Context: an optimization exercise on an open-source flow, tuned for small area. The choices shown serve that exercise and are no tape-out recipe.
Only the layout flow was run in this run; the RTL was not checked for function there.
Power and IR drop assume default switching activity.

[flow/run.sh]
#!/bin/bash
# synth_recipe.tcl (not shown) runs the flow's synth.tcl, then flattens the netlist and writes it again
# the make line also repeats each setting of config.mk as NAME=value (left out here)
make -C /OpenROAD-flow-scripts/flow DESIGN_CONFIG=/design/flow/config.mk WORK_HOME=/design/flow/orfs CLKGATE_MAP_FILE= SYNTH_SCRIPT=/design/flow/synth_recipe.tcl finish
[flow/config.mk]
export PLATFORM = sky130hd
export DESIGN_NAME = axi_peripheral_top
export DESIGN_NICKNAME = axi_peripheral_top
export VERILOG_FILES = /design/flow/design.v
export SDC_FILE = /design/flow/constraint.sdc
export NUM_CORES = 4
export LEC_CHECK = 0
export CAP_MARGIN = 20
export CORE_MARGIN = 2
export CORE_UTILIZATION = 40
export SLEW_MARGIN = 20
[flow/constraint.sdc]
create_clock -name core_clock -period 10.0 [get_ports {S_AXI_ACLK}]
set_input_delay 2.0000 -clock core_clock [delete_from_list [all_inputs] [get_ports {S_AXI_ACLK}]]
set_output_delay 2.0000 -clock core_clock [all_outputs]
set_load 0.01 [all_outputs]
[flow/design.v]
module axi_peripheral_top #(
    parameter integer C_S_AXI_DATA_WIDTH = 32,
    parameter integer C_S_AXI_ADDR_WIDTH = 32,
    parameter integer CLK_FREQ_HZ        = 100_000_000,
    parameter integer NUM_LEDS           = 8
) (
input  wire                                  S_AXI_ACLK,
input  wire                                  S_AXI_ARESETN,
input  wire [C_S_AXI_ADDR_WIDTH-1:0]        S_AXI_AWADDR,
input  wire [2:0]                            S_AXI_AWPROT,
input  wire                                  S_AXI_AWVALID,
output wire                                  S_AXI_AWREADY,
input  wire [C_S_AXI_DATA_WIDTH-1:0]        S_AXI_WDATA,
input  wire [(C_S_AXI_DATA_WIDTH/8)-1:0]    S_AXI_WSTRB,
input  wire                                  S_AXI_WVALID,
output wire                                  S_AXI_WREADY,
output wire [1:0]                            S_AXI_BRESP,
output wire                                  S_AXI_BVALID,
input  wire                                  S_AXI_BREADY,
input  wire [C_S_AXI_ADDR_WIDTH-1:0]        S_AXI_ARADDR,
input  wire [2:0]                            S_AXI_ARPROT,
input  wire                                  S_AXI_ARVALID,
output wire                                  S_AXI_ARREADY,
output wire [C_S_AXI_DATA_WIDTH-1:0]        S_AXI_RDATA,
output wire [1:0]                            S_AXI_RRESP,
output wire                                  S_AXI_RVALID,
input  wire                                  S_AXI_RREADY,
output wire [NUM_LEDS-1:0]                   leds,
output wire [6:0]                            seg_cathode,
output wire [3:0]                            seg_anode,
output wire                                  irq_out,
input  wire                                  ext_irq_in
);
wire rstn = S_AXI_ARESETN;
reg [1:0] ws;
reg       awr, wwr;
wire      w_resp = ws[0] & ws[1];
wire      cap_aw = ~ws[0] & S_AXI_AWVALID;
wire      cap_w  = ~ws[1] & S_AXI_WVALID;
wire      we     = w_resp & (awr | wwr);
always @(posedge S_AXI_ACLK) begin
    if (!rstn) begin
        ws  <= 2'b00;
        awr <= 1'b0;
        wwr <= 1'b0;
    end else begin
        if (w_resp) begin
            ws <= {2{~S_AXI_BREADY}};
        end else begin
            ws <= {ws[1] | S_AXI_WVALID, ws[0] | S_AXI_AWVALID};
        end
        awr <= cap_aw;
        wwr <= cap_w;
    end
end
wire       aw_hit = ~|{S_AXI_AWADDR[31:5], S_AXI_AWADDR[1:0]};
reg  [2:0] wcode;
reg [15:0] wdat;
reg  [1:0] wstb;
always @(posedge S_AXI_ACLK) begin
    if (!ws[0]) wcode <= aw_hit ? S_AXI_AWADDR[4:2] : 3'b111;
    if (!ws[1]) begin
        wdat <= S_AXI_WDATA[15:0];
        wstb <= S_AXI_WSTRB[1:0];
    end
end
wire sel_led = (wcode == 3'd0);
wire sel_seg = (wcode == 3'd1);
wire sel_en  = (wcode == 3'd2);
wire sel_clr = (wcode == 3'd4);
reg  [7:0] leds_r;      
reg        led_wr;      
reg [15:0] seg;
reg        irq_en;
reg        irq_st;
wire       irq_set;
wire led_we  = we & sel_led & wstb[0];
wire seg_we0 = we & sel_seg & wstb[0];
wire seg_we1 = we & sel_seg & wstb[1];
wire en_we   = we & sel_en  & wstb[0];
wire clr     = we & sel_clr & wstb[0] & wdat[0];
wire [15:0] seg_n  = {seg_we1 ? wdat[15:8] : seg[15:8], seg_we0 ? wdat[7:0] : seg[7:0]};
wire        en_n   = en_we ? wdat[0] : irq_en;
wire        st_n   = ~clr & (irq_st | irq_set);
wire  [7:0] led_n  = (led_wr | led_we) ? wdat[7:0] : leds_r;
always @(posedge S_AXI_ACLK) begin
    if (!rstn) begin
        leds_r <= 8'h00;
        led_wr <= 1'b0;
        seg    <= 16'h0000;
        irq_en <= 1'b0;
        irq_st <= 1'b0;
    end else begin
        if (led_wr) leds_r <= wdat[7:0];
        led_wr <= led_we;
        seg    <= seg_n;
        irq_en <= en_n;
        irq_st <= st_n;
    end
end
assign leds    = leds_r;
assign irq_out = irq_st & irq_en;
reg  [1:0] rs;
reg [15:0] rdat;
always @(posedge S_AXI_ACLK) begin
    if (!rstn) begin
        rs <= 2'b00;
    end else begin
        rs[0] <= ~rs[1] & (rs[0] | S_AXI_ARVALID);
        rs[1] <= rs[0] | (rs[1] & ~S_AXI_RREADY);
    end
end
wire ar_hit = ~|{S_AXI_ARADDR[31:5], S_AXI_ARADDR[1:0]};
wire r_led  = ar_hit & (S_AXI_ARADDR[4:2] == 3'd0);
wire r_seg  = ar_hit & (S_AXI_ARADDR[4:2] == 3'd1);
wire r_en   = ar_hit & (S_AXI_ARADDR[4:2] == 3'd2);
wire r_st   = ar_hit & (S_AXI_ARADDR[4:2] == 3'd3);
always @(posedge S_AXI_ACLK) begin
    if (rs == 2'b00) begin
        rdat[15:8] <= r_seg ? seg_n[15:8] : 8'h00;
        rdat[7:1]  <= r_led ? led_n[7:1] : r_seg ? seg_n[7:1] : 7'h00;
        rdat[0]    <= (r_led & led_n[0]) | (r_seg & seg_n[0]) | (r_en & en_n) | (r_st & st_n);
    end
end
assign S_AXI_AWREADY = awr;
assign S_AXI_WREADY  = wwr;
assign S_AXI_BVALID  = w_resp;
assign S_AXI_BRESP   = 2'b00;
assign S_AXI_ARREADY = rs[0] & ~rs[1];
assign S_AXI_RVALID  = rs[1] & ~rs[0];
assign S_AXI_RDATA   = {16'h0000, rdat};
assign S_AXI_RRESP   = 2'b00;
reg [14:0] sc;
reg  [1:0] dsel;
wire       sc_end = (sc == 15'h0846);
always @(posedge S_AXI_ACLK) begin
    if (!rstn || sc_end) sc <= 15'h7fff;
    else                 sc <= {sc[13:0], sc[14] ^ sc[13]};
    if (!rstn)       dsel <= 2'b00;
    else if (sc_end) dsel <= dsel + 2'b01;
end
reg [3:0] nib;
reg [6:0] cat;
always @(*) begin
    case (dsel)
        2'd0: nib = seg[3:0];
        2'd1: nib = seg[7:4];
        2'd2: nib = seg[11:8];
        default: nib = seg[15:12];
    endcase
    case (nib)
        4'h0: cat = 7'b1000000;
        4'h1: cat = 7'b1111001;
        4'h2: cat = 7'b0100100;
        4'h3: cat = 7'b0110000;
        4'h4: cat = 7'b0011001;
        4'h5: cat = 7'b0010010;
        4'h6: cat = 7'b0000010;
        4'h7: cat = 7'b1111000;
        4'h8: cat = 7'b0000000;
        4'h9: cat = 7'b0010000;
        4'hA: cat = 7'b0001000;
        4'hB: cat = 7'b0000011;
        4'hC: cat = 7'b1000110;
        4'hD: cat = 7'b0100001;
        4'hE: cat = 7'b0000110;
        default: cat = 7'b0001110;
    endcase
end
assign seg_cathode = cat;
assign seg_anode   = ~(4'b0001 << dsel);
reg        sy1, sy2, stab;
reg [16:0] dc;
reg  [1:0] tm;    
wire       diff  = sy2 ^ stab;
wire       dc_end = (dc == 17'h15728);
wire       acc   = diff & dc_end;
always @(posedge S_AXI_ACLK) begin
    if (!rstn) begin
        sy1  <= 1'b0;
        sy2  <= 1'b0;
        stab <= 1'b0;
        tm   <= 2'b00;
    end else begin
        sy1  <= ext_irq_in;
        sy2  <= sy1;
        stab <= stab ^ acc;
        tm[0] <= ~tm[1] & (tm[0] | (acc & sy2));
        tm[1] <= tm[0];
    end
    if (!rstn || !diff || dc_end) dc <= 17'h1ffff;
    else                          dc <= {dc[15:0], dc[16] ^ dc[13]};
end
assign irq_set = tm[1] & ~tm[0];
endmodule
==> results by group <==
Status
  • Outcome: no timing/DRC/antenna violations

STA
  • Setup tns final: 0 ns
  • Slew HR: 31.4%
  • Worst hold margin: 0.402 ns
  • Final hold viol count: 0
  • Tightest Pin Transition: 1.03 ns
  • Fmax: 197 MHz
  • RSZ-0062 raised after global routing: false
  • Fin crit share: 50.8%
  • Skew final: 0.00595 ns
  • Crit path time final: 5.08 ns
  • Final setup vio count: 0
  • Slew Limit Fails: 0

Floorplan
  • Chip width: 112 um
  • Core Footprint: approximately 11,000 sq um
  • Area of the die: 12,500 sq um
  • FP Rows: 39
  • Initial Util: about 41%
  • Io pins: 175
  • Die H: ~110 um

GRT
  • Initial antenna violation count: 0
  • Largest net degree at the start of global routing: 32
  • Global-route wire length before repair: 16,500 um
  • Global Route Usage Sum: 16.5%
  • Vias in the first global route: 3,451
  • Total gr overflow: 0

Yosys
  • Top cells by count, synth: 72 x dfxtp_1, 43 x nor2_1, 37 x edfxtp_1, 27 x mux2i_1, 25 x inv_1
  • Top-area cell type share of the netlist area: 31.1%
  • Seq/Total Area, Yosys: 55.0%
  • Synth Register Bits: 109
  • Warnings, synthesis: 1
  • Top-count cell post-synth: dfxtp_1
  • Ys async rst share: 0%
  • Gate Count Post-Synth: 421
  • Synth top area cells: dfxtp_1 31%, edfxtp_1 24%, mux2i_1 5.8%, nor2_1 3.5%, a211oi_1 3.2%
  • Largest area contributor in the netlist: dfxtp_1
  • Syn_area_per_cell: 11.0 sq um
  • Synth Cell Area: 4640 sq um
  • Main synth FF type: dfxtp_1
  • Post-synth EDFFs: 37
  • Synth cell types: 56

Clock tree
  • Clock transition at path regs: 0.07 ns
  • CTS root buffer: clkbuf_16
  • Post-CTS sizing: 0
  • Hold-fix buffers at CTS: 0
  • CTS tree: done
  • Post-CTS setup buffer count: 0
  • CTS Buf Count: 9
  • Worst-skew pair later-pin latency: 0.34 ns
  • Max Buffers Root-to-Sink: 2
  • Clock sinks: about 110
  • H-tree Lvls: 3

Worst setup path
  • Critical path arrival: 3.08 ns
  • Crit path kind: flop to primary output
  • Kind of cell adding the most delay to the critical path: buffers and inverters
  • CP Launch Type: flop
  • Crit path cell chain: inv_1 > ha_1 > a222oi_1 > mux2_2 > ha_1 > inv_1 > or3_1 > o21ai_0 > clkdlybuf4s50_1
  • Worst path bufs/invs: 3
  • CP Max Fanout: 5
  • Worst setup EP type: primary output
  • WP data required: 8.00 ns
  • Max incr delay on CP: 0.57 ns
  • Slowest stage cell, crit path: clkdlybuf4s50_1

Route
  • DR vias: 3,420
  • Drt pass-1 iters: 4
  • Drt first-iter violations: 150
  • Wire per inst: roughly 15 um
  • DR vias/cell: 4.91
  • Final WL: 10,200 um
  • Residual DRC count: 0
  • Remaining antenna violation count: 0

Finish
  • P&R area growth vs syn: 35.5%
  • NumNets Final: 671
  • Fill count: 1,033
  • ANT cells: 0
  • Fraction of layout cells with a size suffix above 1: 7.59%
  • Cell Count, Final, Fillers Out: 696

Placed design
  • Detailed-placement wirelength estimate: between 7000 and 8000 um
  • Routability cong.: between 0.7 and 0.8
  • Port bufs: 130
  • Placed Cells: 680

Power and ir drop
  • Maximum vdd drop: 0.000110 V
  • Power density over the cells: 145 nW/um^2
  • Leak Pwr: 0.00237 uW

Min path
  • Hold WC Path Type: flop to flop

Flow run
  • Max_cap viols: 0
through the flow:
| step | util [%] | total power, uW | area (sq um) | worst slack (ns) |
|---|---|---|---|---|
| after floorplan | - | 518 | 4710 | 6.02 |
| after global placement | 52.6 | 569 | 5980 | 5.23 |
| after detailed placement | 52.6 | 570 | 5980 | 5.17 |
| after CTS | 55.2 | 926 | 6280 | 4.75 |
| after global routing | 55.3 | 945 | 6280 | 4.72 |
| final | 55.3 | 913 | 6280 | 4.92 |
state kept, by name, summed over array words and instances (netlist names), 2 cells and up, named ones only:
signal	cells
dc	17
wdat	16
tm	2
seg	16
ws	2
rs	2
rdat	16
sc	15
wstb	2
dsel	2
leds_r	8
wcode	3
kinds of logic (layout without fill, tap and decap cells):
kind of cell | count (synthesis) | in the layout | synth area share, %
buf+inv | 59 | 172 | 6.77
xor+xnor | 5 | 5 | 0.944
other cells | 1 | 20 | 0.0809
compound gates | 52 | 52 | 8.01
fa+ha+maj | 9 | 9 | 2.43
simple gates | 153 | 153 | 19.2
flops | 109 | 109 | 55.0
mux | 33 | 33 | 7.53
cell usage in the layout, fill, tap and decap left out, types with 4 or more instances in the layout:
cell             instances
dfxtp_1                 72
nand4_1                  4
nor3_1                   5
conb_1                  20
a211oi_1                20
or3_1                    5
mux2i_1                 26
and2_1                   4
or2_2                   13
edfxtp_1                37
inv_1                   25
a222oi_1                 4
nand3_1                  5
a21oi_1                  6
ha_1                     9
nor2b_1                  5
mux2_2                   5
nor4_1                  15
nand2b_1                16
nand2_1                  8
and3_1                   6
xnor2_1                  4
o21ai_0                  9
clkdlybuf4s50_1        130
clkbuf_16               11
nor2_1                  43
layout make-up:
class / instances / area (sq um) / share of cell area (%)
Multi-Input combinational cell: 272 / 1850 / 29.4
Timing Repair Buffer: 131 / 1310 / 20.8
Clock buffer: 12 / 279 / 4.44
Clock inverter: 4 / 23.8 / 0.378
Sequential cell: 109 / 2550 / 40.6
Inverter: 25 / 93.8 / 1.49
Tap cell: 143 / 179 / 2.85
path summary, 6_finish.rpt:
check	cells past startpoint	start	slack [ns]	end
worst max-delay path	9	dsel[0]	4.92	seg_cathode[4]
worst min-delay path	1	tm[1]	0.40	tm[0]
worst max register to register	4	wcode[1]	7.89	rdat[0]
worst min register to register	1	tm[1]	0.40	tm[0]
power by group:
group | switching, uW | internal [uW] | leakage [uW] | total, uW
combinational | 30.1 | 47.2 | 0.00125 | 77.3
clock | 155 | 199 | 0.000154 | 354
sequential | 7.81 | 474 | 0.000958 | 482
total | 193 | 720 | 0.00237 | 913
metal layers:
metal / GRT usage, % / vias to the layer above / share of wire [%] / wire length (um)
met3: 4.63 / 11 / 6.0 / 610
met1: 20.6 / 1599 / 44 / 4500
met5: 0 / - / 0 / 0
li1: - / 1714 / - / -
met4: 4.61 / 0 / 1.1 / 109
met2: 28.1 / 96 / 49 / 5030

[afterwards: timing with drivers on the ports]
The results above use ideal ports. As a check the final layout listed here was re-extracted and re-timed, cells and wires unchanged.
Step 1, drivers: a clkbuf_16 drives S_AXI_ACLK and a buf_2 each remaining input, both assumed.
Step 2 adds t to the input delays and takes it off the output delays; t is the mean of the earliest and latest rising clock arrival at the registers after step 1. Input paths then give back, and output paths get back, about the clock's delay inside the block.
Three values: ideal, step 1, step 2; two values: the first two.
t, ns: 0.373
setup WS [ns]: 4.920 / 4.885 / 5.259
hold slack, ns: 0.402 / 0.402 / 0.402
worst setup path at the end: register to output
pins driven straight from the clock port: 1
After both steps setup and hold are still met in this run. The setup slack of this run moves by -0.035 ns with the drivers and by +0.339 ns with both steps.
